Context: an optimization exercise on an open-source flow, tuned for small area. The choices shown serve that exercise and are no tape-out recipe. RTL that was checked went through simulation tests only; none was proved equivalent to the original. Only the layout flow was run in runs 1 to 4; the RTL was not checked for function there. No driver is modelled on the clock port, so clocking that relies on it looks cheaper here than on a real chip. Power figures rest on the tool's default switching activity, not on a simulated workload.

$ cat design.v
module top(
    input clk,
    input rst,
    input spi_miso,
    output uart_tx,
    output spi_clk,
    output spi_cs,
    output spi_mosi,
    output led_green,
    output led_blue
);
    reg [5:0] p;     
    reg [2:0] s;     
    reg [4:0] u;     
    localparam [5:0] P24 = 6'd48, P49 = 6'd9;    
    localparam [4:0] U12 = 5'd5,  U24 = 5'd20;   
    wire pt   = (p == P49);
    wire rise = pt & (s == 3'd3);               
    wire tick = (p == P24) & (u == U12);        
    wire oclk = s[2];                           
    always @(posedge clk) begin
        if (rst || pt)
            p <= 6'd0;
        else
            p <= {p[4:0], ~(p[5] ^ p[4])};
    end
    always @(posedge clk) begin
        if (rst) begin
            s <= 3'd0;
            u <= 5'd0;
        end else if (pt) begin
            s <= s + 3'd1;
            u <= (u == U24) ? 5'd0 : {u[3:0], ~(u[4] ^ u[2])};
        end
    end
    localparam PRE = 3'd0, GAP = 3'd1, UART = 3'd2,
               INIT1 = 3'd4, INIT2 = 3'd5, READ1 = 3'd6, READ2 = 3'd7;
    reg [2:0] sg;
    reg [4:0] j;
    reg       r1;    
    reg [3:0] b;     
    wire frame_end = tick & (b == 4'd9);
    always @(posedge clk) begin
        if (rst) begin
            sg <= PRE;
            j <= 5'd30;
        end else if (sg == UART) begin
            if (frame_end) begin
                if (j == 5'd2) begin sg <= PRE; j <= 5'd31; end
                else j <= j + 5'd1;
            end
        end else if (rise) begin
            if (j == 5'd17 && sg[2]) begin
                case (sg)
                    INIT1:   j <= r1 ? 5'd31 : 5'd21;
                    INIT2:   begin sg <= GAP; j <= 5'd11; end
                    READ1:   j <= 5'd31;
                    default: begin sg <= UART; j <= 5'd0; end
                endcase
            end else begin
                j <= j + 5'd1;
                if (j == 5'd31)
                    case (sg)
                        PRE:     sg <= INIT1;
                        INIT1:   sg <= INIT2;
                        GAP:     sg <= READ1;
                        default: sg <= READ2;
                    endcase
            end
        end
    end
    always @(posedge clk) begin
        if (rst)
            r1 <= 1'b1;
        else if (frame_end && sg == UART && j == 5'd0)
            r1 <= 1'b0;
    end
    wire clr = (sg == PRE) && (j == 5'd30);     
    function [15:0] frame(input [1:0] t);
        case (t)
            2'd0: frame = 16'h3101;
            2'd1: frame = 16'h2D08;
            2'd2: frame = 16'hB200;
            default: frame = 16'hB300;
        endcase
    endfunction
    wire [1:0] tr = sg[1:0];
    wire       intr = sg[2];
    reg mosi;
    always @(posedge clk) begin
        if (rst)
            mosi <= 1'b0;
        else if (pt && s == 3'd7 && intr && j <= 5'd15)
            mosi <= frame(tr) >> (5'd15 - j);
    end
    assign spi_mosi = mosi;
    assign spi_cs   = ~(intr && j <= 5'd16);
    assign spi_clk  = ~(intr && j <= 5'd15 && !oclk);
    wire run = r1 | (sg == UART);
    always @(posedge clk) begin
        if (rst)
            b <= 4'd10;
        else if (tick) begin
            if (b == 4'd10)
                b <= run ? 4'd0 : 4'd10;
            else
                b <= b + 4'd1;
        end
    end
    reg [15:0] sum;
    wire data_bit = r1 ? 1'b0 :
                    (j == 5'd0) ? (b == 4'd3 || b == 4'd5) :
                    sum[8];
    assign uart_tx = (b == 4'd1) ? 1'b0 :
                     (b >= 4'd2 && b <= 4'd9) ? data_bit : 1'b1;
    wire urot = tick && b >= 4'd2 && b <= 4'd9 && sg == UART && j != 5'd0;
    reg  [12:0] d;       
    reg  [3:0]  r;       
    reg         pend;    
    reg         blue, green;
    wire bits = rise && j >= 5'd8 && j <= 5'd15;      
    wire rd1  = bits && sg == READ1;                  
    wire rd2  = bits && sg == READ2;                  
    wire rdq  = rd2 && j >= 5'd11;                    
    wire post = pt && sg == READ2 && j == 5'd16;      
    wire       dvb = rd2 ? spi_miso : d[12];
    wire [4:0] r5  = {r, dvb};
    wire       qb  = (r5 >= 5'd10);
    wire [4:0] rn  = qb ? r5 - 5'd10 : r5;
    reg  [7:0] c;        
    reg        xpend, act;
    wire       xact = act && (c < 8'd13);
    always @(posedge clk) begin
        if (rd1)
            d <= {d[11:0], spi_miso};
        else if (rdq || post)
            d <= {d[11:0], qb};
        else if (xact)
            d <= {d[12], d[12:1]};
    end
    always @(posedge clk) begin
        if (rd2 || post)
            r <= rn[3:0];
        else if (sg != READ2)
            r <= 4'd0;
    end
    always @(posedge clk) begin
        if (rd2 && j == 5'd8)
            pend <= spi_miso;
    end
    reg [129:0] ring;
    always @(posedge clk) begin
        ring <= {ring[128:0], xact ? d[0] : (ring[129] & ~clr)};
    end
    always @(posedge clk) begin
        if (rst) begin
            c <= 8'd0;
            xpend <= 1'b0;
            act <= 1'b0;
        end else begin
            if (act && c == 8'd15)
                c <= 8'd3;
            else if (c == 8'd129)
                c <= 8'd0;
            else
                c <= c + 8'd1;
            if (rise && sg == READ2 && j == 5'd16)
                xpend <= 1'b1;
            else if (c == 8'd129)
                xpend <= 1'b0;
            if (xpend && c == 8'd129)
                act <= 1'b1;
            else if (c == 8'd15)
                act <= 1'b0;
        end
    end
    reg  bw, cy;
    wire nb  = xact & d[0];
    wire ob  = xact & ring[129];
    wire db  = nb ^ ob ^ bw;
    wire sb  = sum[0] ^ db ^ cy;
    always @(posedge clk) begin
        if (act) begin
            bw <= (~nb & ob) | (~(nb ^ ob) & bw);
            cy <= (sum[0] & db) | (cy & (sum[0] ^ db));
        end else begin
            bw <= 1'b0;
            cy <= 1'b0;
        end
    end
    always @(posedge clk) begin
        if (act)
            sum <= {sb, sum[15:1]};
        else if (urot)
            sum <= {sum[0], sum[15:1]};
        else if (clr)
            sum <= {1'b0, sum[15:1]};
    end
    always @(posedge clk) begin
        if (rst) begin
            blue <= 1'b0;
            green <= 1'b0;
        end else if (sg == UART) begin
            blue <= pend;
            if (j == 5'd0 && p != 6'd0)
                green <= (sum >= 16'd36) && (sum <= 16'd65500);
        end
    end
    assign led_blue  = blue;
    assign led_green = green;
endmodule
$ cat run.sh
#!/bin/bash
# synth_recipe.tcl (not shown) runs the flow's synth.tcl, then flattens the netlist and writes it again
# the make line also repeats each setting of config.mk as NAME=value (left out here)
make -C /OpenROAD-flow-scripts/flow DESIGN_CONFIG=/design/flow/config.mk WORK_HOME=/design/flow/orfs CLKGATE_MAP_FILE= SYNTH_SCRIPT=/design/flow/synth_recipe.tcl finish
$ cat config.mk
export PLATFORM = sky130hd
export DESIGN_NAME = top
export DESIGN_NICKNAME = top
export VERILOG_FILES = /design/flow/design.v
export SDC_FILE = /design/flow/constraint.sdc
export NUM_CORES = 4
export LEC_CHECK = 0
export CAP_MARGIN = 20
export CORE_MARGIN = 2
export CORE_UTILIZATION = 70
export CTS_CLUSTER_DIAMETER = 100
export CTS_CLUSTER_SIZE = 30
export SLEW_MARGIN = 20
$ cat constraint.sdc
create_clock -name core_clock -period 30.0 [get_ports {clk}]
set_input_delay 6.0000 -clock core_clock [delete_from_list [all_inputs] [get_ports {clk}]]
set_output_delay 6.0000 -clock core_clock [all_outputs]
set_load 0.01 [all_outputs]
==> impl_metrics.env, run 1 <==
export IMPL_status="complete, no violations"
export IMPL_final_layout_size_suffix_gt1_share_pct=5.83
export IMPL_ctsHoldBuffers=0
export IMPL_clockRootBuffer="clkbuf_8"
export IMPL_min_path_type="flip-flop to flip-flop"
export IMPL_drt_iter0_drc=134
export IMPL_numCtsBuffers=10
export IMPL_grt_pass1_wl_um=18900
export IMPL_antenna_left=0
export IMPL_synth_seq_area_share_pct=68.9
export IMPL_antenna_cells=0
export IMPL_max_clock_freq_ghz=0.111
export IMPL_core_mm2=0.00911
export IMPL_synth_edf_count=34
export IMPL_track_usage_pct=24.0
export IMPL_syn_to_final_growth_pct=6.51
export IMPL_cts_setup_buffers=0
export IMPL_final_nets=553
export IMPL_ff2ff_setup_slack_ns=27.12
export IMPL_synth_top_area_cell="dfxtp_1"
export IMPL_worstMarginPinSlew_ns=0.727
export IMPL_async_flop_share_pct=0
export IMPL_r2r_cells=7
export IMPL_dp_hpwl_um=7120
export IMPL_fp_row_count=35
export IMPL_hold_path_endpoint="ring[47]"
export IMPL_ys_ff_latch=206
export IMPL_cts_max_level=1
export IMPL_synth_top_cell_area_share_pct=53.1
export IMPL_period_needed_ns=9.04
export IMPL_dieArea_mm2=0.0100
export IMPL_fp_dieH_um=100
export IMPL_start_kind="flip-flop"
export IMPL_syn_nets=551
export IMPL_cp_end_kind="output pin"
export IMPL_maxCapViolations=0
export IMPL_min_from="ring[46]"
export IMPL_crit_path_max_fanout=10
export IMPL_avgViaCountPerCell=5.78
export IMPL_clockBufferDepth=3
export IMPL_criticalPathCategory="flip-flop to output pin"
export IMPL_cts_tree="built"
export IMPL_crit_arrival_ns=3.04
export IMPL_avgRoutedWirePerCell_um=17.7
export IMPL_die_w_um=100
export IMPL_slew_headroom_pct=51.1
export IMPL_synth_flop_cell="dfxtp_1"
export IMPL_grt_max_degree=41
export IMPL_antenna_found_initial=0
export IMPL_rsz0062_at_grt="no"
export IMPL_drc_errors=0
export IMPL_wl_um=11400
export IMPL_syn_area_mm2=0.00648
export IMPL_power_density_mw_per_mm2=61.8
export IMPL_cts_resized=0
export IMPL_initial_core_util_pct=71.2
export IMPL_r2r_end="d[6]"
export IMPL_setup_viol=0
export IMPL_grt_pass1_vias=3742
export IMPL_hold_depth=0
export IMPL_fin_skew_ns=0.0206
export IMPL_synth_area_top_cells="dfxtp_1 (53%), edfxtp_1 (16%), ha_1 (3.5%), nand2_1 (2.5%), a21oi_1 (2.2%)"
export IMPL_regToRegStartpoint="j[0]"
export IMPL_power_mw=0.427
export IMPL_leakage_nw=2.64
export IMPL_fin_crit_sh_pct=30.1
export IMPL_crit_required_ns=24.00
export IMPL_vias=3715
export IMPL_ys_warn_count=1
export IMPL_io_pins=9
export IMPL_synth_cell_types=58
export IMPL_clock_sinks=206
export IMPL_avgSynthCellArea_um2=12.3
export IMPL_port_buffers=8
export IMPL_synth_cells=528
export IMPL_tns_ns=0
export IMPL_grt_ovfl_total=0
export IMPL_drt_pass1_iter_count=4
export IMPL_irDropWorstVdd_mv=0.0532
export IMPL_maxSlewViolCount=0
export IMPL_clkTransAtPathRegs_ns=0.11
export IMPL_hold_violations=0
export IMPL_clk_latency_ns=0.49
export IMPL_gp_congestion=0.863
## per-stage QoR
stage | cell area [um2] | setup WS (ns) | utilization [%] | cells | hold WS, ns
after floorplan | 6480 | 22.14 | - | 528 | 0.310
after global placement | 6630 | 21.61 | 72.8 | 629 | 0.312
after detailed placement | 6630 | 21.50 | 72.8 | 629 | 0.312
after CTS | 6900 | 20.97 | 75.8 | 643 | 0.331
after global routing | 6900 | 20.76 | 75.8 | 643 | 0.336
final | 6900 | 20.96 | 75.8 | 643 | 0.330
## worst max-delay path: stages, from the launching register on
cell             delay (ns)
dfxtp_1                0.42
inv_1                  0.19
ha_1                   0.22
or4b_1                 0.56
nor3_1                 0.26
a21oi_1                0.08
o21ai_0                0.16
o31a_1                 0.16
clkdlybuf4s50_1        0.53
## per-layer routing
layer	global-route usage [%]	wire length [um]	vias to the layer above
met5	0	0	-
met3	4.53	512	22
met4	5.69	206	0
met2	40.3	5410	86
met1	32.6	5260	1768
li1	-	-	1839
## area by class of cell
type                       count  area (um2)
clock buffer                  14         274
multi-input combinational    280        1850
sequential                   206        4460
tap                          111         139
timing repair buffer           9        87.6
fill                         569        2210
inverter                      23        86.3
## flip-flops by register name (all words and copies together), names as in the netlist
name   count
ring     130
sum       16
d         13
c          8
p          6
j          5
u          5
b          4
r          4
s          3
sg         3
act        1
blue       1
bw         1
cy         1
green      1
mosi       1
pend       1
r1         1
xpend      1
## Yosys cell counts (all sizes together), types with 3 or more instances
| cell | n |
|---|---|
| a31oi | 5 |
| mux2 | 11 |
| inv | 23 |
| and3b | 3 |
| and4 | 3 |
| xnor2 | 4 |
| a221o | 3 |
| xor2 | 4 |
| nand4 | 9 |
| dfxtp | 172 |
| o21bai | 3 |
| nand2 | 43 |
| o31ai | 3 |
| edfxtp | 34 |
| nor3 | 15 |
| buf | 7 |
| or2 | 3 |
| a21o | 3 |
| a211oi | 5 |
| clkbuf | 12 |
| nor2 | 31 |
| nor3b | 6 |
| nor2b | 7 |
| and3 | 5 |
| nor4 | 4 |
| a21oi | 29 |
| a211o | 3 |
| nand3 | 11 |
| ha | 18 |
| mux2i | 4 |
| o21ai | 13 |
## how the worst max path moves through the flow
stage,start,endpoint,slack (ns),depth (start not counted)
3_3_place_gp,j[0],uart_tx,21.61,8
5_1_grt,j[0],uart_tx,20.76,8
6_report,j[0],uart_tx,20.96,8
2_1_floorplan,j[0],uart_tx,22.14,8
3_5_place_dp,j[0],uart_tx,21.50,8
4_1_cts,j[0],uart_tx,20.97,8
## cells in the final DEF, fill, tap and decap left out, types with 11 or more instances in the layout
master / n
nor3_1: 15
a21oi_1: 29
mux2_2: 11
nand3_1: 11
dfxtp_1: 172
nand2_1: 43
ha_1: 18
edfxtp_1: 34
o21ai_0: 13
inv_1: 23
nor2_1: 31
## report_power, final
group / switching, mW / internal, mW / leakage [nW]
logic: 0.00263 / 0.00143 / 0.740
registers: 0.00127 / 0.281 / 1.76
clock network: 0.0766 / 0.0634 / 0.135
## logic make-up after synthesis
family | count (synthesis) | synth area share (%)
compound gates | 83 | 8.38
xor+xnor | 8 | 1.08
fa+ha+maj | 20 | 4.09
buf+inv | 42 | 2.55
flops | 206 | 68.9
mux | 15 | 2.53
simple gates | 154 | 12.5
==> inputs of run 2 (changes only) <==
--- a/design.v
+++ b/design.v
@@ -116,16 +116,16 @@
     wire urot = tick && b >= 4'd2 && b <= 4'd9 && sg == UART && j != 5'd0;
     reg  [12:0] d;       
-    reg  [3:0]  r;       
+    reg  [2:0]  r;       
     reg         pend;    
     reg         blue, green;
     wire bits = rise && j >= 5'd8 && j <= 5'd15;      
-    wire rd1  = bits && sg == READ1;                  
+    wire rd1  = bits && sg == READ1 && j != 5'd15;    
     wire rd2  = bits && sg == READ2;                  
-    wire rdq  = rd2 && j >= 5'd11;                    
-    wire post = pt && sg == READ2 && j == 5'd16;      
+    wire rdq  = rd2 && j >= 5'd10;                    
+    wire post = pt && sg == READ2 && j == 5'd16 && s != 3'd3;  
     wire       dvb = rd2 ? spi_miso : d[12];
-    wire [4:0] r5  = {r, dvb};
-    wire       qb  = (r5 >= 5'd10);
-    wire [4:0] rn  = qb ? r5 - 5'd10 : r5;
+    wire [3:0] r4  = {r, dvb};
+    wire       qb  = (r4 >= 4'd5);
+    wire [3:0] rn  = qb ? r4 - 4'd5 : r4;
     reg  [7:0] c;        
     reg        xpend, act;
@@ -141,7 +141,7 @@
     always @(posedge clk) begin
         if (rd2 || post)
-            r <= rn[3:0];
+            r <= rn[2:0];
         else if (sg != READ2)
-            r <= 4'd0;
+            r <= 3'd0;
     end
     always @(posedge clk) begin
==> impl_metrics.env, run 2 <==
export IMPL_drt_pass1_iter_count=5
export IMPL_min_path_type="flip-flop to flip-flop"
export IMPL_maxSlewViolCount=0
export IMPL_io_pins=9
export IMPL_port_buffers=8
export IMPL_cts_resized=0
export IMPL_power_frac_seq_pct=67.6
export IMPL_core_mm2=0.00911
export IMPL_stdcell_area_mm2=0.00688
export IMPL_clock_sinks=205
export IMPL_clkPwrFrac_pct=30.6
export IMPL_fin_crit_sh_pct=30.5
export IMPL_period_needed_ns=9.16
export IMPL_fin_skew_ns=0.0148
export IMPL_dp_hpwl_um=6900
export IMPL_die_w_um=100
export IMPL_worstMarginPinSlew_ns=0.941
export IMPL_avgRoutedWirePerCell_um=17.0
export IMPL_synth_top_family_by_area="simple AND/OR/NAND/NOR gates"
export IMPL_maxCapViolations=0
export IMPL_gp_congestion=0.880
export IMPL_final_fill_count=585
export IMPL_final_layout_size_suffix_gt1_share_pct=8.02
export IMPL_setup_viol=0
export IMPL_grt_ovfl_total=0
export IMPL_drc_errors=0
export IMPL_numCtsBuffers=10
export IMPL_synth_seq_area_share_pct=68.4
export IMPL_hold_violations=0
export IMPL_synth_common_cells="dfxtp_1 (172), nand2_1 (45), edfxtp_1 (33)"
export IMPL_crit_arrival_ns=3.16
export IMPL_clk_latency_ns=0.49
export IMPL_rsz0062_at_grt="no"
export IMPL_max_clock_freq_ghz=0.109
export IMPL_grt_max_degree=39
export IMPL_dieArea_mm2=0.0100
export IMPL_drt_iter0_drc=295
export IMPL_antenna_found_initial=0
export IMPL_status="complete, no violations"
export IMPL_cp_top_family="simple AND/OR/NAND/NOR gates"
export IMPL_initial_core_util_pct=71.1
export IMPL_placed_area_mm2=0.00662
export IMPL_ctsHoldBuffers=0
export IMPL_track_usage_pct=22.3
export IMPL_clockRootBuffer="clkbuf_8"
export IMPL_tns_ns=0
export IMPL_async_flop_share_pct=0
export IMPL_syn_area_mm2=0.00648
export IMPL_yosys_cell_count_top_type="dfxtp_1"
export IMPL_antenna_cells=0
export IMPL_slowest_stage="or4b_2"
export IMPL_fp_dieH_um=100
export IMPL_layout_common_cells="dfxtp_1 (172), nand2_1 (45), edfxtp_1 (33)"
export IMPL_slew_headroom_pct=37.1
export IMPL_synth_xor_area_share_pct=1.22
export IMPL_comb_power_share_pct=1.8
export IMPL_worstPathCellList="inv_1, ha_1, or4b_2, nor3_1, a21oi_1, o21ai_0, o31a_1, clkdlybuf4s50_1"
export IMPL_largest_register="ring"
export IMPL_grtUsageMet2_pct=35.2
export IMPL_syn_to_final_growth_pct=6.24
export IMPL_power_density_mw_per_mm2=65.5
export IMPL_avgSynthCellArea_um2=12.5
export IMPL_fin_util_pct=75.6
export IMPL_avgViaCountPerCell=5.81
export IMPL_cts_setup_buffers=0
export IMPL_final_nets=545
export IMPL_synth_top_cell_area_share_pct=53.1
export IMPL_synth_edf_count=33
export IMPL_grt_pass1_vias=3573
export IMPL_synthAdderAreaFrac_pct=4.29
export IMPL_start_kind="flip-flop"
export IMPL_slowest_delay_ns=0.69
export IMPL_synth_flop_cell="dfxtp_1"
export IMPL_synth_compound_area_share_pct=8.17
export IMPL_grt_pass1_wl_um=17900
export IMPL_cts_max_level=1
export IMPL_vias=3691
export IMPL_cts_tree="built"
export IMPL_post_route_worst_setup_slack_ns=20.84
export IMPL_cp_end_kind="output pin"
export IMPL_busiest_layer="met2"
export IMPL_crit_buf_inv=2
export IMPL_instances_no_fill=635
export IMPL_ys_warn_count=1
export IMPL_synth_cells=519
export IMPL_synth_area_top_cells="dfxtp_1 (53%), edfxtp_1 (15%), ha_1 (3.7%), nand2_1 (2.6%), mux2_2 (1.9%)"
export IMPL_place_ws_ns=21.40
export IMPL_met3_usage_pct=4.32
export IMPL_antenna_left=0
export IMPL_wl_um=10800
export IMPL_top_regs="ring (130), sum (16), d (13)"
export IMPL_swShare_pct=20.6
export IMPL_criticalPathCategory="flip-flop to output pin"
export IMPL_largest_register_ffs=130
export IMPL_dp_cells=620
export IMPL_syn_nets=543
export IMPL_ys_ff_latch=205
export IMPL_power_switching_mw=0.0930
export IMPL_clkTransAtPathRegs_ns=0.11
export IMPL_yosys_area_share_simple_pct=12.3
export IMPL_leakage_nw=2.59
export IMPL_crit_required_ns=24.00
export IMPL_synth_mux_area_share_pct=2.86
export IMPL_p_int_mw=0.358
export IMPL_grtUsageMet1_pct=32.7
export IMPL_clockBufferDepth=3
export IMPL_irDropWorstVdd_mv=0.0685
export IMPL_crit_path_max_fanout=9
export IMPL_synth_top_area_cell="dfxtp_1"
export IMPL_synth_cell_types=68
export IMPL_final_common_cell="dfxtp_1"
export IMPL_fp_row_count=35
[run 2: changes by cell type after synthesis, moves of 3 or more]
cell     before  now
a21oi_1      29   23
nor3_1       15   12
o21ai_0      13    9
nor3b_1       6    3
buf_2         6    2
[run 2: worst paths after layout]
| path | start | endpoint | slack [ns] | cells past startpoint |
|---|---|---|---|---|
| max reg2reg | s[0] | d[0] | 27.04 | 11 |
| min | ring[56] | ring[57] | 0.33 | 0 |
| max | j[0] | uart_tx | 20.84 | 8 |
| min reg2reg | ring[56] | ring[57] | 0.33 | 0 |
[run 2: worst register-to-register path: stages, from the launching register on]
cell and delay [ns]:
dfxtp_1 0.37, ha_1 0.18, ha_1 0.34, and3b_1 0.25, nand4_1 0.14, mux2i_1 0.31
inv_1 0.09, ha_1 0.18, nand2b_1 0.14, a21oi_1 0.34, nand3_1 0.12, a31o_2 0.25
[run 2: logic make-up after synthesis]
family,after synthesis
AOI/OAI and AO/OA,77
muxes,17
xor gates and xnor gates,9
and+or+nand+nor,148
adders and majority gates,21
DFF,205
buffers and inverters,42
[run 2: area by class of cell]
class	count	area, um2	area share (%)
flip-flops and latches	205	4430	64.4
clock inverters	1	7.51	0.109
well taps	111	139	2.02
clock buffers	14	253	3.67
repair buffers	9	87.6	1.27
inverters	23	86.3	1.25
multi-input cells	272	1880	27.3
[run 2: routing by layer]
metal | wire [um] | vias to the layer above
met5 | 0 | -
li1 | - | 1805
met3 | 578 | 24
met2 | 4960 | 102
met4 | 202 | 0
met1 | 5030 | 1760
[run 2: power groups by stage]
stage / combinational, mW / sequential [mW] / clock [mW]
after floorplan: 0.00660 / 0.307 / 0
after global placement: 0.00780 / 0.310 / 0
after detailed placement: 0.00839 / 0.310 / 0
after CTS: 0.00839 / 0.305 / 0.141
after global routing: 0.00962 / 0.307 / 0.151
final: 0.00832 / 0.305 / 0.138
[run 2: through the flow]
stage | hold slack, ns | total power [mW]
after floorplan | 0.310 | 0.313
after global placement | 0.312 | 0.318
after detailed placement | 0.312 | 0.319
after CTS | 0.334 | 0.454
after global routing | 0.340 | 0.467
final | 0.331 | 0.451
==> inputs of run 3 (changes only) <==
--- a/config.mk
+++ b/config.mk
@@ -8,6 +8,6 @@
 export CAP_MARGIN = 20
 export CORE_MARGIN = 2
-export CORE_UTILIZATION = 70
-export CTS_CLUSTER_DIAMETER = 100
-export CTS_CLUSTER_SIZE = 30
+export CORE_UTILIZATION = 80
+export CTS_CLUSTER_DIAMETER = 80
+export CTS_CLUSTER_SIZE = 32
 export SLEW_MARGIN = 20
==> impl_metrics.env, run 3 <==
export IMPL_drt_pass1_iter_count=5
export IMPL_wl_met1_um=5490
export IMPL_fin_util_pct=88.5
export IMPL_fin_crit_sh_pct=31.0
export IMPL_cp_end_kind="output pin"
export IMPL_antenna_cells=0
export IMPL_synth_top_area_cell="dfxtp_1"
export IMPL_regArea_mm2=0.00443
export IMPL_largest_register="ring"
export IMPL_synth_cell_types=68
export IMPL_clockBufferDepth=3
export IMPL_clock_sinks=205
export IMPL_synth_area_top_cells="dfxtp_1 (53%), edfxtp_1 (15%), ha_1 (3.7%), nand2_1 (2.6%), mux2_2 (1.9%)"
export IMPL_antenna_left=0
export IMPL_largest_register_ffs=130
export IMPL_crit_path_max_fanout=9
export IMPL_drc_errors=0
export IMPL_syn_area_mm2=0.00648
export IMPL_slew_headroom_pct=36.0
export IMPL_ys_ff_latch=205
export IMPL_syn_nets=543
export IMPL_clk_latency_ns=0.49
export IMPL_synth_edf_count=33
export IMPL_port_buffers=8
export IMPL_grt_ovfl_total=0
export IMPL_cts_max_level=1
export IMPL_crit_required_ns=24.00
export IMPL_synth_seq_area_share_pct=68.4
export IMPL_avgRoutedWirePerCell_um=24.0
export IMPL_final_fill_count=297
export IMPL_fin_skew_ns=0.0259
export IMPL_irDropWorstVdd_mv=0.0614
export IMPL_cts_setup_buffers=0
export IMPL_syn_to_final_growth_pct=6.58
export IMPL_rsz0062_at_grt="no"
export IMPL_met2_length_um=7280
export IMPL_multi_input_area_mm2=0.00188
export IMPL_dieArea_mm2=0.00884
export IMPL_async_flop_share_pct=0
export IMPL_leakage_nw=2.61
export IMPL_yosys_cell_count_top_type="dfxtp_1"
export IMPL_initial_core_util_pct=83.0
export IMPL_hold_violations=0
export IMPL_ctsHoldBuffers=0
export IMPL_synth_common_cells="dfxtp_1 (172), nand2_1 (45), edfxtp_1 (33)"
export IMPL_min_path_type="flip-flop to flip-flop"
export IMPL_worstMarginPinSlew_ns=0.958
export IMPL_drt_iter0_drc=475
export IMPL_io_pins=9
export IMPL_holdWs_ns=0.324
export IMPL_avgViaCountPerCell=6.73
export IMPL_wl_met3_um=1170
export IMPL_instances_no_fill=627
export IMPL_layout_common_cells="dfxtp_1 (172), nand2_1 (45), edfxtp_1 (33)"
export IMPL_fp_row_count=32
export IMPL_maxSlewViolCount=0
export IMPL_crit_arrival_ns=3.31
export IMPL_post_route_worst_setup_slack_ns=20.69
export IMPL_numCtsBuffers=10
export IMPL_clkTransAtPathRegs_ns=0.12
export IMPL_track_usage_pct=35.9
export IMPL_final_layout_size_suffix_gt1_share_pct=8.38
export IMPL_maxCapViolations=0
export IMPL_tns_ns=0
export IMPL_die_w_um=94
export IMPL_dp_cells=611
export IMPL_clockRootBuffer="clkbuf_8"
export IMPL_grt_max_degree=39
export IMPL_grt_pass1_vias=4208
export IMPL_final_common_cell="dfxtp_1"
export IMPL_synth_flop_cell="dfxtp_1"
export IMPL_gp_congestion=0.847
export IMPL_core_mm2=0.00781
export IMPL_start_kind="flip-flop"
export IMPL_highest_layer="met4"
export IMPL_fp_dieH_um=94
export IMPL_antenna_found_initial=0
export IMPL_criticalPathCategory="flip-flop to output pin"
export IMPL_power_density_mw_per_mm2=67.1
export IMPL_status="complete, no violations"
export IMPL_avgSynthCellArea_um2=12.5
export IMPL_synth_cells=519
export IMPL_ys_warn_count=1
export IMPL_cts_resized=0
export IMPL_setup_viol=0
export IMPL_place_ws_ns=21.39
export IMPL_cts_tree="built"
export IMPL_wl_um=15100
export IMPL_final_nets=546
export IMPL_max_clock_freq_ghz=0.107
export IMPL_vias=4222
export IMPL_top_regs="ring (130), sum (16), d (13)"
export IMPL_grt_pass1_wl_um=23500
export IMPL_period_needed_ns=9.31
export IMPL_dp_hpwl_um=8890
export IMPL_synth_top_cell_area_share_pct=53.1
[run 3: cell counts after synthesis]
No cell type changed its count.
[run 3: kinds of logic (layout without fill, tap and decap cells)]
logic type | after synthesis | in the layout | share of synthesized area [%]
AND/OR/NAND/NOR | 148 | 148 | 12.3
multiplexers | 17 | 17 | 2.86
adder cells (fa/ha/maj) | 21 | 21 | 4.29
flip-flops | 205 | 205 | 68.4
XOR/XNOR | 9 | 9 | 1.22
AO/OA/AOI/OAI | 77 | 77 | 8.17
buffers and inverters | 42 | 48 | 2.70
[run 3: final cells by class]
class,count,share of cell area [%]
clock inverter,2,0.543
tap,102,1.85
clock buffer,13,3.61
timing repair buffer,10,1.38
multi-input combinational,272,27.2
sequential,205,64.2
inverter,23,1.25
[run 3: worst paths after layout]
kind                            endpoint  slack, ns     start  cells past startpoint
worst max register to register      d[0]      26.72      s[0]                     11
worst max-delay path             uart_tx      20.69      j[0]                      8
worst min register to register  ring[12]       0.32  ring[11]                      0
worst min-delay path            ring[12]       0.32  ring[11]                      0
[run 3: worst max-delay path, cell delays in order, from the launching register on]
cell,delay (ns)
dfxtp_1,0.43
inv_1,0.18
ha_1,0.23
or4b_2,0.71
nor3_1,0.25
a21oi_1,0.07
o21ai_0,0.21
o31a_1,0.18
clkdlybuf4s50_1,0.57
[run 3: power by group]
part           internal, mW  leakage (nW)  switching [mW]
clock network        0.0646         0.145          0.0837
logic               0.00363         0.738         0.00573
registers             0.296          1.73          0.0102
total                 0.364          2.61          0.0997
[run 3: layer usage]
metal | vias up | track usage [%]
li1 | 1809 | -
met3 | 104 | 6.10
met5 | - | 0
met2 | 330 | 59.8
met4 | 0 | 20.9
met1 | 1979 | 44.1
[run 3: per-stage QoR]
stage | cell area, um2 | power (mW)
floorplan | 6480 | 0.313
global placement | 6610 | 0.317
detailed placement | 6610 | 0.320
CTS | 6890 | 0.463
global route | 6910 | 0.474
finish | 6910 | 0.464
==> inputs of run 4 (changes only) <==
==> flow/run.sh (new file) <==
#!/bin/bash
# Layout flow: the standard ORFS flow (standard synthesis unchanged) with
#  - clock tree synthesis without dummy loads and with larger sink clusters,
#  - the smallest buffer on the ports,
#  - cells on paths with slack downsized after clock tree synthesis.
# Each tool's output goes to the ORFS logs under orfs/logs; make's own output
# goes to flow_make.log in the work folder.
set -euo pipefail
here=$(cd "$(dirname "$0")" && pwd)
export CTS_ARGS="-sink_clustering_enable -repair_clock_nets -dont_use_dummy_load -sink_clustering_size 30 -sink_clustering_max_diameter 100"
export BUFFER_PORTS_ARGS="-buffer_cell sky130_fd_sc_hd__buf_1"
export POST_CTS_TCL="$here/post_cts.tcl"
bash standard.sh finish > flow_make.log 2>&1
==> flow/post_cts.tcl (new file) <==
# Downsize cells wherever the timing slack allows, then legalize again.
estimate_parasitics -placement
repair_timing -recover_power 100
detailed_placement
check_placement -verbose
==> standard.sh (new file) <==
#!/bin/bash
# synth_recipe.tcl (not shown) runs the flow's synth.tcl, then flattens the netlist and writes it again
# the make line also repeats each setting of config.mk as NAME=value (left out here)
make -C /OpenROAD-flow-scripts/flow DESIGN_CONFIG=/design/flow/config.mk WORK_HOME=/design/flow/orfs CLKGATE_MAP_FILE= SYNTH_SCRIPT=/design/flow/synth_recipe.tcl "${@:-finish}"
--- a/config.mk
+++ b/config.mk
@@ -8,6 +8,4 @@
 export CAP_MARGIN = 20
 export CORE_MARGIN = 2
-export CORE_UTILIZATION = 80
-export CTS_CLUSTER_DIAMETER = 80
-export CTS_CLUSTER_SIZE = 32
+export CORE_UTILIZATION = 70
 export SLEW_MARGIN = 20
removed: run.sh
==> impl_metrics.env, run 4 <==
export IMPL_status="complete, no violations"
export IMPL_synth_cells=519
export IMPL_fp_dieH_um=100
export IMPL_place_ws_ns=21.77
export IMPL_synth_edf_count=33
export IMPL_met3_usage_pct=3.27
export IMPL_worstMarginPinSlew_ns=0.954
export IMPL_criticalPathCategory="flip-flop to output pin"
export IMPL_yosys_cell_count_top_type="dfxtp_1"
export IMPL_busiest_layer="met2"
export IMPL_avgRoutedWirePerCell_um=16.0
export IMPL_synth_cell_types=68
export IMPL_regArea_mm2=0.00443
export IMPL_antenna_found_initial=0
export IMPL_maxSlewViolCount=0
export IMPL_drt_pass1_iter_count=5
export IMPL_grt_max_degree=39
export IMPL_antenna_cells=0
export IMPL_final_layout_size_suffix_gt1_share_pct=7.12
export IMPL_avgViaCountPerCell=5.76
export IMPL_syn_nets=543
export IMPL_clkPwrFrac_pct=28.4
export IMPL_syn_to_final_growth_pct=4.52
export IMPL_ys_ff_latch=205
export IMPL_synth_top_cell_area_share_pct=53.1
export IMPL_synth_top_area_cell="dfxtp_1"
export IMPL_cts_tree="built"
export IMPL_tns_ns=0
export IMPL_r2r_cells=5
export IMPL_hold_violations=0
export IMPL_largest_register="ring"
export IMPL_fp_row_count=35
export IMPL_grtUsageMet2_pct=33.3
export IMPL_endpoint="uart_tx"
export IMPL_final_common_cell="dfxtp_1"
export IMPL_crit_required_ns=24.00
export IMPL_swShare_pct=19.8
export IMPL_ff2ff_setup_slack_ns=27.02
export IMPL_grt_pass1_vias=3436
export IMPL_leakage_nw=2.55
export IMPL_port_buffers=8
export IMPL_setup_viol=0
export IMPL_top_regs="ring (130), sum (16), d (13)"
export IMPL_multi_input_area_mm2=0.00186
export IMPL_gp_congestion=0.902
export IMPL_rsz0062_at_grt="no"
export IMPL_layout_common_cells="dfxtp_1 (172), nand2_1 (45), edfxtp_1 (33)"
export IMPL_irDropWorstVdd_mv=0.0674
export IMPL_ys_warn_count=1
export IMPL_initial_core_util_pct=71.1
export IMPL_comb_power_share_pct=1.8
export IMPL_slew_headroom_pct=36.2
export IMPL_maxCapViolations=0
export IMPL_regToRegStartpoint="p[0]"
export IMPL_p_int_mw=0.350
export IMPL_core_mm2=0.00911
export IMPL_synth_area_top_cells="dfxtp_1 (53%), edfxtp_1 (15%), ha_1 (3.7%), nand2_1 (2.6%), mux2_2 (1.9%)"
export IMPL_synth_seq_area_share_pct=68.4
export IMPL_antenna_left=0
export IMPL_async_flop_share_pct=0
export IMPL_clock_sinks=205
export IMPL_synth_common_cells="dfxtp_1 (172), nand2_1 (45), edfxtp_1 (33)"
export IMPL_vias=3634
export IMPL_r2r_end="sum[1]"
export IMPL_syn_area_mm2=0.00648
export IMPL_stdcell_area_mm2=0.00677
export IMPL_min_path_type="flip-flop to flip-flop"
export IMPL_final_nets=546
export IMPL_post_route_worst_setup_slack_ns=21.20
export IMPL_start_kind="flip-flop"
export IMPL_power_mw=0.437
export IMPL_drt_iter0_drc=213
export IMPL_max_clock_freq_ghz=0.114
export IMPL_track_usage_pct=21.2
export IMPL_io_pins=9
export IMPL_cp_end_kind="output pin"
export IMPL_dieArea_mm2=0.0100
export IMPL_fin_skew_ns=0.0315
export IMPL_power_density_mw_per_mm2=64.5
export IMPL_grtUsageMet1_pct=31.2
export IMPL_fin_crit_sh_pct=29.3
export IMPL_avgSynthCellArea_um2=12.5
export IMPL_dp_hpwl_um=6550
export IMPL_grt_pass1_wl_um=16900
export IMPL_grt_ovfl_total=0
export IMPL_period_needed_ns=8.80
export IMPL_power_switching_mw=0.0866
export IMPL_placed_area_mm2=0.00657
export IMPL_crit_arrival_ns=2.80
export IMPL_largest_register_ffs=130
export IMPL_clk_latency_ns=0.48
export IMPL_clkTransAtPathRegs_ns=0.12
export IMPL_final_fill_count=609
export IMPL_setup_worst_path_start="j[0]"
export IMPL_power_frac_seq_pct=69.8
export IMPL_crit_path_max_fanout=9
export IMPL_drc_errors=0
export IMPL_synth_flop_cell="dfxtp_1"
export IMPL_die_w_um=100
export IMPL_wl_um=10100
## run 4: cell counts after synthesis
No cell type changed its count.
## run 4: logic make-up (layout without fill, tap and decap cells)
logic type      count (synthesis)  after routing  synth area share, %
compound gates                 77             77                 8.17
fa+ha+maj                      21             21                 4.29
simple gates                  148            148                 12.3
buf+inv                        42             43                 2.70
xor+xnor                        9              9                 1.22
flops                         205            205                 68.4
mux                            17             17                 2.86
## run 4: final cells by class
type                            instances  share of cell area, %
Sequential cell                       205                   65.5
Multi-Input combinational cell        272                   27.4
Clock buffer                           10                   3.20
Tap cell                              111                   2.05
Inverter                               23                   1.27
Timing Repair Buffer                   10                  0.591
## run 4: worst min path at each step
stage / startpoint / end / cells past startpoint
floorplan: ring[99] / ring[100] / 0
global placement: ring[112] / ring[113] / 0
detailed placement: ring[118] / ring[119] / 0
global route: ring[124] / ring[125] / 0
finish: ring[84] / ring[85] / 0
## run 4: per-stage QoR
step                      hold slack [ns]  cells  util, %
after floorplan                     0.310    519        -
after global placement              0.312    620     72.1
after detailed placement            0.312    620     72.1
after global routing                0.318    631     74.4
final                               0.311    631     74.4
## run 4: per-layer routing
| metal | up-vias | share of wire [%] |
|---|---|---|
| met5 | - | 0 |
| met4 | 0 | 1.7 |
| met3 | 11 | 3.9 |
| met2 | 84 | 46 |
| met1 | 1735 | 48 |
| li1 | 1804 | - |
## run 4: worst max-delay path, stage by stage, from the launching register on
cell	delay [ns]
dfxtp_1	0.42
inv_1	0.17
ha_1	0.23
or4b_2	0.70
nor3_1	0.28
a21oi_1	0.07
o21ai_0	0.15
o31a_1	0.15
buf_1	0.15
## run 4: power by group through the flow
stage	Sequential [mW]	Clock, mW	Combinational (mW)
2_1_floorplan	0.307	0	0.00660
3_5_place_dp	0.311	0	0.00802
5_1_grt	0.307	0.136	0.00879
6_report	0.305	0.124	0.00764
3_3_place_gp	0.310	0	0.00759
==> inputs of run 5 (changes only) <==
--- a/design.v
+++ b/design.v
@@ -34,38 +34,41 @@
         end
     end
-    localparam PRE = 3'd0, GAP = 3'd1, UART = 3'd2,
-               INIT1 = 3'd4, INIT2 = 3'd5, READ1 = 3'd6, READ2 = 3'd7;
+    localparam PRE = 3'b000, INIT1 = 3'b100, INIT2 = 3'b101, GAP = 3'b001,
+               READ1 = 3'b110, READ2 = 3'b111, UART = 3'b010;
     reg [2:0] sg;
     reg [4:0] j;
     reg       r1;    
     reg [3:0] b;     
-    wire frame_end = tick & (b == 4'd9);
+    wire intr      = sg[2];                      
+    wire uart      = (sg == UART);
+    wire frame_end = tick & (b == 4'd15);
+    wire jump      = rise && intr && j == 5'd17;
+    wire advance   = (rise && j == 5'd31) ||
+                     (jump && sg[0]) ||
+                     (uart && frame_end && j == 5'd30);
     always @(posedge clk) begin
         if (rst) begin
             sg <= PRE;
             j <= 5'd30;
-        end else if (sg == UART) begin
-            if (frame_end) begin
-                if (j == 5'd2) begin sg <= PRE; j <= 5'd31; end
-                else j <= j + 5'd1;
-            end
-        end else if (rise) begin
-            if (j == 5'd17 && sg[2]) begin
+        end else begin
+            if (jump) begin
+                case (sg[1:0])
+                    2'b00:   j <= r1 ? 5'd31 : 5'd21;    
+                    2'b01:   j <= 5'd11;                 
+                    2'b10:   j <= 5'd31;                 
+                    default: j <= 5'd28;                 
+                endcase
+            end else if (uart ? frame_end : rise)
+                j <= j + 5'd1;
+            if (advance)
                 case (sg)
-                    INIT1:   j <= r1 ? 5'd31 : 5'd21;
-                    INIT2:   begin sg <= GAP; j <= 5'd11; end
-                    READ1:   j <= 5'd31;
-                    default: begin sg <= UART; j <= 5'd0; end
+                    PRE:     sg <= INIT1;
+                    INIT1:   sg <= INIT2;
+                    INIT2:   sg <= GAP;
+                    GAP:     sg <= READ1;
+                    READ1:   sg <= READ2;
+                    READ2:   sg <= UART;
+                    default: sg <= PRE;
                 endcase
-            end else begin
-                j <= j + 5'd1;
-                if (j == 5'd31)
-                    case (sg)
-                        PRE:     sg <= INIT1;
-                        INIT1:   sg <= INIT2;
-                        GAP:     sg <= READ1;
-                        default: sg <= READ2;
-                    endcase
-            end
         end
     end
@@ -73,5 +76,5 @@
         if (rst)
             r1 <= 1'b1;
-        else if (frame_end && sg == UART && j == 5'd0)
+        else if (frame_end && uart && j == 5'd28)
             r1 <= 1'b0;
     end
@@ -86,5 +89,4 @@
     endfunction
     wire [1:0] tr = sg[1:0];
-    wire       intr = sg[2];
     reg mosi;
     always @(posedge clk) begin
@@ -97,11 +99,11 @@
     assign spi_cs   = ~(intr && j <= 5'd16);
     assign spi_clk  = ~(intr && j <= 5'd15 && !oclk);
-    wire run = r1 | (sg == UART);
+    wire run = r1 | uart;
     always @(posedge clk) begin
         if (rst)
-            b <= 4'd10;
+            b <= 4'd0;
         else if (tick) begin
-            if (b == 4'd10)
-                b <= run ? 4'd0 : 4'd10;
+            if (b == 4'd0)
+                b <= run ? 4'd6 : 4'd0;
             else
                 b <= b + 4'd1;
@@ -110,9 +112,8 @@
     reg [15:0] sum;
     wire data_bit = r1 ? 1'b0 :
-                    (j == 5'd0) ? (b == 4'd3 || b == 4'd5) :
+                    (j == 5'd28) ? (b[0] & ~b[2]) :      
                     sum[8];
-    assign uart_tx = (b == 4'd1) ? 1'b0 :
-                     (b >= 4'd2 && b <= 4'd9) ? data_bit : 1'b1;
-    wire urot = tick && b >= 4'd2 && b <= 4'd9 && sg == UART && j != 5'd0;
+    assign uart_tx = b[3] ? data_bit : (b != 4'd7);
+    wire urot = tick && b[3] && uart && j != 5'd28;
     reg  [12:0] d;       
     reg  [2:0]  r;       
@@ -201,7 +202,7 @@
             blue <= 1'b0;
             green <= 1'b0;
-        end else if (sg == UART) begin
+        end else if (uart) begin
             blue <= pend;
-            if (j == 5'd0 && p != 6'd0)
+            if (j == 5'd28 && p != 6'd0)
                 green <= (sum >= 16'd36) && (sum <= 16'd65500);
         end
--- a/config.mk
+++ b/config.mk
@@ -8,4 +8,4 @@
 export CAP_MARGIN = 20
 export CORE_MARGIN = 2
-export CORE_UTILIZATION = 70
+export CORE_UTILIZATION = 85
 export SLEW_MARGIN = 20
==> impl_metrics.env, run 5 <==
export IMPL_io_pins=9
export IMPL_fp_row_count=31
export IMPL_synth_seq_area_share_pct=68.6
export IMPL_initial_core_util_pct=88.6
export IMPL_synth_top_cell_area_share_pct=53.3
export IMPL_ys_ff_latch=205
export IMPL_synth_cell_types=57
export IMPL_async_flop_share_pct=0
export IMPL_synth_cells=512
export IMPL_port_buffers=8
export IMPL_error="[ERROR DPL-0033] detailed placement checks failed during check placement."
export IMPL_synth_flop_cell="dfxtp_1"
export IMPL_fp_dieH_um=91.2
export IMPL_dp_hpwl_um=10800
export IMPL_synth_area_top_cells="dfxtp_1 (53%), edfxtp_1 (15%), ha_1 (4.5%), mux2_4 (2.3%), a21oi_1 (2.0%)"
export IMPL_gp_congestion=0.898
export IMPL_synth_top_area_cell="dfxtp_1"
export IMPL_synth_common_cells="dfxtp_1 (172), edfxtp_1 (33), nand2_1 (31), nor2_1 (31), a21oi_1 (26)"
export IMPL_yosys_cell_count_top_type="dfxtp_1"
export IMPL_syn_nets=540
export IMPL_syn_area_mm2=0.00646
export IMPL_die_w_um=91.2
export IMPL_avgSynthCellArea_um2=12.6
export IMPL_synth_edf_count=33
export IMPL_haltStage="3_5_place_dp"
export IMPL_status="stopped before the end"
export IMPL_ys_warn_count=1
## run 5: cell count changes after synthesis, moves of 6 or more
| cell | delta |
|---|---|
| nand2_1 | -14 |
| mux2_2 | -11 |
| mux2_4 | +10 |
| or3_1 | +6 |
## run 5: worst max path at each step
| stage | start | endpoint |
|---|---|---|
| 2_1_floorplan | spi_miso | d[0] |
| 3_3_place_gp | j[1] | uart_tx |
## run 5: logic make-up after synthesis
group	after synthesis	share of synthesized area, %
xor gates and xnor gates	8	1.08
adders and majority gates	25	5.07
muxes	17	3.43
DFF	205	68.6
and+or+nand+nor	149	12.5
AOI/OAI and AO/OA	69	6.89
buffers and inverters	39	2.38
## run 5: power groups by stage
stage	Combinational, mW	Sequential, mW	Clock, mW
floorplan	0.00256	0.287	0
global placement	0.00317	0.287	0
==> inputs of run 6 (changes only) <==
--- a/config.mk
+++ b/config.mk
@@ -8,4 +8,4 @@
 export CAP_MARGIN = 20
 export CORE_MARGIN = 2
-export CORE_UTILIZATION = 85
+export CORE_UTILIZATION = 70
 export SLEW_MARGIN = 20
==> impl_metrics.env, run 6 <==
export IMPL_status="complete, no violations"
export IMPL_crit_arrival_ns=2.25
export IMPL_clock_sinks=205
export IMPL_dp_cells=618
export IMPL_synth_flop_cell="dfxtp_1"
export IMPL_gp_congestion=0.894
export IMPL_crit_path_max_fanout=11
export IMPL_maxCapViolations=0
export IMPL_avgSynthCellArea_um2=12.6
export IMPL_initial_core_util_pct=71.0
export IMPL_holdWs_ns=0.314
export IMPL_min_path_type="flip-flop to flip-flop"
export IMPL_max_clock_freq_ghz=0.121
export IMPL_synth_seq_area_share_pct=68.6
export IMPL_synth_edf_count=33
export IMPL_async_flop_share_pct=0
export IMPL_leakage_nw=2.52
export IMPL_ys_warn_count=1
export IMPL_rsz0062_at_grt="no"
export IMPL_antenna_cells=0
export IMPL_tns_ns=0
export IMPL_grt_pass1_wl_um=17400
export IMPL_irDropWorstVdd_mv=0.0517
export IMPL_final_nets=547
export IMPL_maxSlewViolCount=0
export IMPL_io_pins=9
export IMPL_worstMarginPinSlew_ns=0.932
export IMPL_dieArea_mm2=0.0100
export IMPL_final_layout_size_suffix_gt1_share_pct=3.87
export IMPL_layout_common_cells="dfxtp_1 (172), edfxtp_1 (33), nor2_1 (32)"
export IMPL_clkTransAtPathRegs_ns=0.12
export IMPL_avgRoutedWirePerCell_um=17.0
export IMPL_criticalPathCategory="flip-flop to output pin"
export IMPL_syn_to_final_growth_pct=4.28
export IMPL_slowest_stage="dfxtp_1"
export IMPL_drc_errors=0
export IMPL_yosys_cell_count_top_type="dfxtp_1"
export IMPL_grt_ovfl_total=0
export IMPL_clk_latency_ns=0.48
export IMPL_synth_area_top_cells="dfxtp_1 (53%), edfxtp_1 (15%), ha_1 (4.5%), mux2_4 (2.3%), a21oi_1 (2.0%)"
export IMPL_top_regs="ring (130), sum (16), d (13)"
export IMPL_cts_tree="built"
export IMPL_final_common_cell="dfxtp_1"
export IMPL_avgViaCountPerCell=5.64
export IMPL_fin_skew_ns=0.0310
export IMPL_grt_pass1_vias=3510
export IMPL_grt_max_degree=37
export IMPL_cp_end_kind="output pin"
export IMPL_drt_iter0_drc=179
export IMPL_place_ws_ns=22.27
export IMPL_synth_cell_types=57
export IMPL_worstPathCellList="inv_1, ha_1, nand4_1, nor3_1, a21oi_1, o21ai_0, o21a_1, buf_1"
export IMPL_ys_ff_latch=205
export IMPL_antenna_found_initial=0
export IMPL_wl_um=10700
export IMPL_track_usage_pct=22.1
export IMPL_port_buffers=8
export IMPL_largest_register_ffs=130
export IMPL_antenna_left=0
export IMPL_crit_required_ns=24.00
export IMPL_drt_pass1_iter_count=4
export IMPL_syn_area_mm2=0.00646
export IMPL_post_route_worst_setup_slack_ns=21.75
export IMPL_setup_viol=0
export IMPL_start_kind="flip-flop"
export IMPL_fp_row_count=35
export IMPL_largest_register="ring"
export IMPL_fin_crit_sh_pct=27.5
export IMPL_die_w_um=100
export IMPL_vias=3539
export IMPL_core_mm2=0.00911
export IMPL_synth_top_area_cell="dfxtp_1"
export IMPL_instances_no_fill=628
export IMPL_slowest_delay_ns=0.43
export IMPL_power_mw=0.412
export IMPL_dp_hpwl_um=6760
export IMPL_syn_nets=540
export IMPL_slew_headroom_pct=37.6
export IMPL_fp_dieH_um=100
export IMPL_power_density_mw_per_mm2=61.1
export IMPL_synth_top_cell_area_share_pct=53.3
export IMPL_synth_common_cells="dfxtp_1 (172), edfxtp_1 (33), nand2_1 (31), nor2_1 (31), a21oi_1 (26)"
export IMPL_period_needed_ns=8.25
export IMPL_synth_cells=512
export IMPL_hold_violations=0
-- run 6: final timing paths --
path           start  endpoint  slack, ns  depth (start not counted)
min reg2reg  ring[5]   ring[6]       0.31                          0
max reg2reg     s[0]      d[5]      26.69                          7
min          ring[5]   ring[6]       0.31                          0
max             j[1]   uart_tx      21.75                          8
-- run 6: stage by stage --
| step | utilization (%) | instance area [um2] |
|---|---|---|
| 2_1_floorplan | - | 6460 |
| 3_3_place_gp | 72.2 | 6580 |
| 3_5_place_dp | 72.2 | 6580 |
| 5_1_grt | 74.0 | 6740 |
| 6_report | 74.0 | 6740 |
-- run 6: where the power goes --
part / switching [mW] / internal (mW) / total (mW)
Clock: 0.0759 / 0.0515 / 0.127
Sequential: 0.00100 / 0.280 / 0.281
Combinational: 0.00242 / 0.00110 / 0.00352
Total: 0.0793 / 0.332 / 0.412
-- run 6: layout make-up --
cell class	count	area, um2
well taps	111	139
flip-flops and latches	205	4430
inverters	25	93.8
repair buffers	9	35.0
clock buffers	10	216
multi-input cells	268	1820
fillers	611	2370
-- run 6: cell families after synthesis --
logic type	after synthesis	synth area share [%]
multiplexers	17	3.43
adder cells (fa/ha/maj)	25	5.07
buffers and inverters	39	2.38
flip-flops	205	68.6
AND/OR/NAND/NOR	149	12.5
XOR/XNOR	8	1.08
AO/OA/AOI/OAI	69	6.89
-- run 6: critical path: cells and delay by family (launching register included) --
family                     cells  cell delay [ns]
adders and majority gates      1             0.26
DFF                            1             0.43
AOI/OAI and AO/OA              3             0.36
buffers and inverters          2             0.26
and+or+nand+nor                2             0.46
-- run 6: routing by layer --
| layer | track usage, % | share of wire, % |
|---|---|---|
| met5 | 0 | 0 |
| met4 | 6.43 | 1.5 |
| met3 | 3.13 | 3.1 |
| met2 | 36.1 | 48 |
| met1 | 31.2 | 48 |
==> inputs of run 7 (changes only) <==
--- a/flow/run.sh
+++ b/flow/run.sh
@@ -8,5 +8,5 @@
 set -euo pipefail
 here=$(cd "$(dirname "$0")" && pwd)
-export CTS_ARGS="-sink_clustering_enable -repair_clock_nets -dont_use_dummy_load -sink_clustering_size 30 -sink_clustering_max_diameter 100"
+export CTS_ARGS="-sink_clustering_enable -repair_clock_nets -dont_use_dummy_load -sink_clustering_size 34 -sink_clustering_max_diameter 100"
 export BUFFER_PORTS_ARGS="-buffer_cell sky130_fd_sc_hd__buf_1"
 export POST_CTS_TCL="$here/post_cts.tcl"
==> impl_metrics.env, run 7 <==
export IMPL_hold_path_endpoint="ring[86]"
export IMPL_synth_top_area_cell="dfxtp_1"
export IMPL_synth_flop_cell="dfxtp_1"
export IMPL_avgSynthCellArea_um2=12.6
export IMPL_worstMarginPinSlew_ns=0.909
export IMPL_grt_pass1_wl_um=18000
export IMPL_min_path_type="flip-flop to flip-flop"
export IMPL_avgViaCountPerCell=5.64
export IMPL_placed_area_mm2=0.00658
export IMPL_drt_iter0_drc=150
export IMPL_irDropWorstVdd_mv=0.0499
export IMPL_status="complete, no violations"
export IMPL_antenna_left=0
export IMPL_largest_register="ring"
export IMPL_power_density_mw_per_mm2=61.1
export IMPL_start_kind="flip-flop"
export IMPL_grt_pass1_vias=3477
export IMPL_cp_end_kind="output pin"
export IMPL_grt_ovfl_total=0
export IMPL_criticalPathCategory="flip-flop to output pin"
export IMPL_yosys_cell_count_top_type="dfxtp_1"
export IMPL_gp_congestion=0.894
export IMPL_fp_dieH_um=100
export IMPL_comb_power_share_pct=0.8
export IMPL_clkPwrFrac_pct=31.0
export IMPL_wl_um=11000
export IMPL_synth_top_cell_area_share_pct=53.3
export IMPL_vias=3539
export IMPL_die_w_um=100
export IMPL_period_needed_ns=8.26
export IMPL_crit_required_ns=24.00
export IMPL_highest_layer="met4"
export IMPL_slew_headroom_pct=38.6
export IMPL_drc_errors=0
export IMPL_swShare_pct=19.3
export IMPL_antenna_cells=0
export IMPL_stdcell_area_mm2=0.00674
export IMPL_synth_area_top_cells="dfxtp_1 (53%), edfxtp_1 (15%), ha_1 (4.5%), mux2_4 (2.3%), a21oi_1 (2.0%)"
export IMPL_instances_no_fill=628
export IMPL_syn_nets=540
export IMPL_final_layout_size_suffix_gt1_share_pct=3.68
export IMPL_port_buffers=8
export IMPL_hold_violations=0
export IMPL_r2r_cells=7
export IMPL_syn_to_final_growth_pct=4.28
export IMPL_grt_max_degree=37
export IMPL_wl_met1_um=5150
export IMPL_maxSlewViolCount=0
export IMPL_drt_pass1_iter_count=4
export IMPL_syn_area_mm2=0.00646
export IMPL_synth_cells=512
export IMPL_clock_sinks=205
export IMPL_ff2ff_setup_slack_ns=26.65
export IMPL_ys_ff_latch=205
export IMPL_avgRoutedWirePerCell_um=17.5
export IMPL_leakage_nw=2.52
export IMPL_core_mm2=0.00911
export IMPL_initial_core_util_pct=71.0
export IMPL_wl_met3_um=357
export IMPL_fin_skew_ns=0.0648
export IMPL_synth_common_cells="dfxtp_1 (172), edfxtp_1 (33), nand2_1 (31), nor2_1 (31), a21oi_1 (26)"
export IMPL_tns_ns=0
export IMPL_clk_latency_ns=0.48
export IMPL_async_flop_share_pct=0
export IMPL_track_usage_pct=23.0
export IMPL_cts_tree="built"
export IMPL_fp_row_count=35
export IMPL_crit_path_max_fanout=11
export IMPL_top_regs="ring (130), sum (16), d (13)"
export IMPL_fin_crit_sh_pct=27.5
export IMPL_layout_common_cells="dfxtp_1 (172), edfxtp_1 (33), nor2_1 (32)"
export IMPL_dp_cells=618
export IMPL_synth_seq_area_share_pct=68.6
export IMPL_final_common_cell="dfxtp_1"
export IMPL_rsz0062_at_grt="no"
export IMPL_met2_length_um=5330
export IMPL_hold_depth=0
export IMPL_max_clock_freq_ghz=0.121
export IMPL_io_pins=9
export IMPL_p_int_mw=0.332
export IMPL_power_switching_mw=0.0796
export IMPL_ys_warn_count=1
export IMPL_largest_register_ffs=130
export IMPL_dieArea_mm2=0.0100
export IMPL_synth_edf_count=33
export IMPL_dp_hpwl_um=6760
export IMPL_final_nets=547
export IMPL_synth_cell_types=57
export IMPL_clkTransAtPathRegs_ns=0.12
export IMPL_setup_viol=0
export IMPL_regToRegStartpoint="s[0]"
export IMPL_antenna_found_initial=0
export IMPL_maxCapViolations=0
export IMPL_crit_arrival_ns=2.26
export IMPL_min_from="ring[85]"
export IMPL_power_frac_seq_pct=68.2
export IMPL_r2r_end="d[8]"
==> run 7: cell count changes in the layout (fill, tap and decap cells not counted) <==
| cell | before | now |
|---|---|---|
| mux2_2 | 5 | 4 |
| mux2_1 | 5 | 6 |
==> run 7: how the worst max path moves through the flow <==
stage / slack (ns) / from / end / cells after the start
2_1_floorplan: 22.55 / spi_miso / d[0] / 7
3_3_place_gp: 22.38 / spi_miso / d[0] / 8
3_5_place_dp: 22.27 / j[1] / uart_tx / 8
5_1_grt: 21.56 / j[1] / uart_tx / 8
6_report: 21.74 / j[1] / uart_tx / 8
==> run 7: routing by layer <==
metal,GRT usage (%),vias to the layer above
met5,0,-
met4,5.48,0
met3,3.34,12
met2,38.6,55
met1,32.2,1689
li1,-,1783
==> run 7: area by class of cell <==
class | instances | area, um2
fill | 599 | 2370
inverter | 25 | 93.8
timing repair buffer | 9 | 35.0
tap | 111 | 139
multi-input combinational | 268 | 1820
clock buffer | 10 | 216
sequential | 205 | 4430
==> run 7: kinds of logic (layout without fill, tap and decap cells) <==
kind of cell / Yosys count / in the layout / share of synthesized area [%]
fa+ha+maj: 25 / 25 / 5.07
compound gates: 69 / 69 / 6.89
xor+xnor: 8 / 8 / 1.08
simple gates: 149 / 149 / 12.5
buf+inv: 39 / 44 / 2.38
mux: 17 / 17 / 3.43
flops: 205 / 205 / 68.6
==> run 7: critical path: stages (launching register included) <==
cell and delay, ns:
dfxtp_1 0.43, inv_1 0.12, ha_1 0.26, nand4_1 0.24, nor3_1 0.23, a21oi_1 0.06, o21ai_0 0.16, o21a_1 0.14
buf_1 0.14
==> run 7: power by group through the flow <==
stage | Combinational (mW) | Sequential [mW] | Clock [mW]
5_1_grt | 0.00387 | 0.281 | 0.139
2_1_floorplan | 0.00256 | 0.287 | 0
3_3_place_gp | 0.00324 | 0.287 | 0
6_report | 0.00348 | 0.281 | 0.128
3_5_place_dp | 0.00346 | 0.287 | 0
==> run 7: stage by stage <==
step / power [mW] / utilization, % / hold slack, ns / worst slack (ns)
2_1_floorplan: 0.289 / - / 0.310 / 22.55
3_3_place_gp: 0.290 / 72.2 / 0.310 / 22.38
3_5_place_dp: 0.290 / 72.2 / 0.312 / 22.27
5_1_grt: 0.424 / 74.0 / 0.246 / 21.56
6_report: 0.412 / 74.0 / 0.251 / 21.74
==> inputs of run 8 (changes only) <==
--- a/flow/run.sh
+++ b/flow/run.sh
@@ -8,5 +8,5 @@
 set -euo pipefail
 here=$(cd "$(dirname "$0")" && pwd)
-export CTS_ARGS="-sink_clustering_enable -repair_clock_nets -dont_use_dummy_load -sink_clustering_size 34 -sink_clustering_max_diameter 100"
+export CTS_ARGS="-sink_clustering_enable -repair_clock_nets -dont_use_dummy_load -sink_clustering_size 34 -sink_clustering_max_diameter 60"
 export BUFFER_PORTS_ARGS="-buffer_cell sky130_fd_sc_hd__buf_1"
 export POST_CTS_TCL="$here/post_cts.tcl"
==> impl_metrics.env, run 8 <==
export IMPL_ys_ff_latch=205
export IMPL_dieArea_mm2=0.0100
export IMPL_instances_no_fill=630
export IMPL_worstMarginPinSlew_ns=0.932
export IMPL_vias=3561
export IMPL_synth_top_area_cell="dfxtp_1"
export IMPL_initial_core_util_pct=71.0
export IMPL_grt_pass1_vias=3449
export IMPL_final_common_cell="dfxtp_1"
export IMPL_p_int_mw=0.344
export IMPL_irDropWorstVdd_mv=0.0535
export IMPL_grt_pass1_wl_um=17200
export IMPL_synth_common_cells="dfxtp_1 (172), edfxtp_1 (33), nand2_1 (31), nor2_1 (31), a21oi_1 (26)"
export IMPL_largest_register_ffs=130
export IMPL_multi_input_area_mm2=0.00182
export IMPL_power_density_mw_per_mm2=62.7
export IMPL_die_w_um=100
export IMPL_synth_seq_area_share_pct=68.6
export IMPL_status="complete, no violations"
export IMPL_fin_util_pct=74.5
export IMPL_track_usage_pct=21.8
export IMPL_port_buffers=8
export IMPL_drc_errors=0
export IMPL_top_regs="ring (130), sum (16), d (13)"
export IMPL_fp_dieH_um=100
export IMPL_regToRegStartpoint="s[0]"
export IMPL_min_path_type="flip-flop to flip-flop"
export IMPL_maxCapViolations=0
export IMPL_tns_ns=0
export IMPL_gp_congestion=0.894
export IMPL_syn_area_mm2=0.00646
export IMPL_clkPwrFrac_pct=33.2
export IMPL_antenna_left=0
export IMPL_slowest_delay_ns=0.40
export IMPL_clkTransAtPathRegs_ns=0.12
export IMPL_crit_arrival_ns=2.18
export IMPL_r2r_cells=7
export IMPL_slowest_stage="dfxtp_1"
export IMPL_dp_cells=618
export IMPL_endpoint="uart_tx"
export IMPL_power_mw=0.426
export IMPL_crit_required_ns=24.00
export IMPL_yosys_cell_count_top_type="dfxtp_1"
export IMPL_synth_edf_count=33
export IMPL_hold_violations=0
export IMPL_fin_skew_ns=0.107
export IMPL_synth_area_top_cells="dfxtp_1 (53%), edfxtp_1 (15%), ha_1 (4.5%), mux2_4 (2.3%), a21oi_1 (2.0%)"
export IMPL_post_route_worst_setup_slack_ns=21.82
export IMPL_syn_to_final_growth_pct=5.05
export IMPL_leakage_nw=2.54
export IMPL_clk_latency_ns=0.52
export IMPL_final_layout_size_suffix_gt1_share_pct=4.24
export IMPL_r2r_end="d[11]"
export IMPL_synth_cells=512
export IMPL_stdcell_area_mm2=0.00679
export IMPL_start_kind="flip-flop"
export IMPL_max_clock_freq_ghz=0.122
export IMPL_fin_crit_sh_pct=27.3
export IMPL_syn_nets=540
export IMPL_rsz0062_at_grt="no"
export IMPL_fp_row_count=35
export IMPL_avgSynthCellArea_um2=12.6
export IMPL_grt_max_degree=37
export IMPL_antenna_cells=0
export IMPL_cp_end_kind="output pin"
export IMPL_avgRoutedWirePerCell_um=16.9
export IMPL_regArea_mm2=0.00443
export IMPL_synth_top_cell_area_share_pct=53.3
export IMPL_place_ws_ns=22.27
export IMPL_wl_um=10700
export IMPL_cts_tree="built"
export IMPL_ys_warn_count=1
export IMPL_grt_ovfl_total=0
export IMPL_final_fill_count=579
export IMPL_final_nets=549
export IMPL_dp_hpwl_um=6760
export IMPL_comb_power_share_pct=0.8
export IMPL_drt_pass1_iter_count=4
export IMPL_drt_iter0_drc=169
export IMPL_crit_path_max_fanout=11
export IMPL_period_needed_ns=8.18
export IMPL_maxSlewViolCount=0
export IMPL_placed_area_mm2=0.00658
export IMPL_async_flop_share_pct=0
export IMPL_core_mm2=0.00911
export IMPL_setup_worst_path_start="j[1]"
export IMPL_setup_viol=0
export IMPL_synth_flop_cell="dfxtp_1"
export IMPL_power_switching_mw=0.0821
export IMPL_io_pins=9
export IMPL_holdWs_ns=0.256
export IMPL_worstPathCellList="inv_1, ha_1, nand4_1, nor3_1, a21oi_1, o21ai_0, o21a_1, buf_1"
export IMPL_power_frac_seq_pct=66.0
export IMPL_antenna_found_initial=0
export IMPL_swShare_pct=19.3
export IMPL_largest_register="ring"
export IMPL_ff2ff_setup_slack_ns=26.66
export IMPL_synth_cell_types=57
export IMPL_criticalPathCategory="flip-flop to output pin"
export IMPL_slew_headroom_pct=37.0
export IMPL_avgViaCountPerCell=5.65
export IMPL_clock_sinks=205
export IMPL_layout_common_cells="dfxtp_1 (172), edfxtp_1 (33), nor2_1 (32)"
[run 8: cell counts after synthesis]
Identical to the previous run, type by type.
[run 8: routing by layer]
metal | up-vias | wire length [um] | share of wire [%] | track usage (%)
met1 | 1715 | 5090 | 48 | 30.2
met4 | 0 | 164 | 1.5 | 6.32
met3 | 11 | 249 | 2.3 | 3.13
met2 | 53 | 5150 | 48 | 36.4
met5 | - | 0 | 0 | 0
li1 | 1782 | - | - | -
[run 8: cells by family after synthesis]
logic type / synth area share [%]
flops: 68.6
simple gates: 12.5
compound gates: 6.89
buf+inv: 2.38
fa+ha+maj: 5.07
mux: 3.43
xor+xnor: 1.08
[run 8: how the worst min path moves through the flow]
stage	startpoint	to	slack, ns	cells past startpoint
finish	ring[109]	ring[110]	0.26	0
global route	ring[107]	ring[108]	0.24	0
detailed placement	ring[94]	ring[95]	0.31	0
global placement	ring[125]	ring[126]	0.31	0
floorplan	ring[99]	ring[100]	0.31	0
[run 8: final cells by class]
class / count / area share (%)
Clock buffer: 12 / 3.92
Inverter: 25 / 1.38
Multi-Input combinational cell: 268 / 26.8
Sequential cell: 205 / 65.3
Tap cell: 111 / 2.05
Timing Repair Buffer: 9 / 0.516
[run 8: critical path, delay by kind of cell, from the launching register on]
family / cells / cell delay, ns
AOI/OAI and AO/OA: 3 / 0.36
and+or+nand+nor: 2 / 0.48
buffers and inverters: 2 / 0.26
adders and majority gates: 1 / 0.26
DFF: 1 / 0.40
[run 8: power by group through the flow]
| stage | logic (mW) | clock network [mW] | registers [mW] |
|---|---|---|---|
| finish | 0.00345 | 0.141 | 0.281 |
| global route | 0.00385 | 0.150 | 0.281 |
| detailed placement | 0.00346 | 0 | 0.287 |
| global placement | 0.00324 | 0 | 0.287 |
| floorplan | 0.00256 | 0 | 0.287 |

==> afterwards: timing with drivers on the ports <==
The results above use ideal ports. As a check the final layouts listed here were re-extracted and re-timed, cells and wires unchanged. Step 1: set_driving_cell puts a clkbuf_16 on clk and a buf_2 on each other input, an assumption about the parent block. Step 2, shift: input delay + t, output delay - t, t = (earliest + latest rising clock arrival at the registers) / 2. This alone moves slack from input paths to output paths. a / b / c = ideal / step 1 / step 2; a / b = the first two.
run	shift t [ns]	setup slack, ns	hold slack, ns	clock arrival spread, ns	worst slew at a driven data input, ns
run 1	0.508	20.956 / 20.922 / 21.430	0.330 / 0.330 / 0.330	0.023 / 0.023	0.04
run 2	0.515	20.837 / 20.803 / 21.318	0.331 / 0.331 / 0.331	0.017 / 0.016	0.06
run 3	0.514	20.687 / 20.655 / 21.169	0.324 / 0.324 / 0.324	0.026 / 0.026	0.03
run 4	0.490	21.203 / 21.170 / 21.660	0.311 / 0.311 / 0.311	0.036 / 0.036	0.03
run 6	0.496	21.753 / 21.721 / 22.217	0.314 / 0.314 / 0.314	0.031 / 0.031	0.03
run 7	0.486	21.739 / 21.708 / 22.194	0.251 / 0.251 / 0.251	0.068 / 0.069	0.03
run 8	0.504	21.822 / 21.786 / 22.289	0.256 / 0.256 / 0.256	0.115 / 0.115	0.03
After both steps every run listed still meets setup and hold.
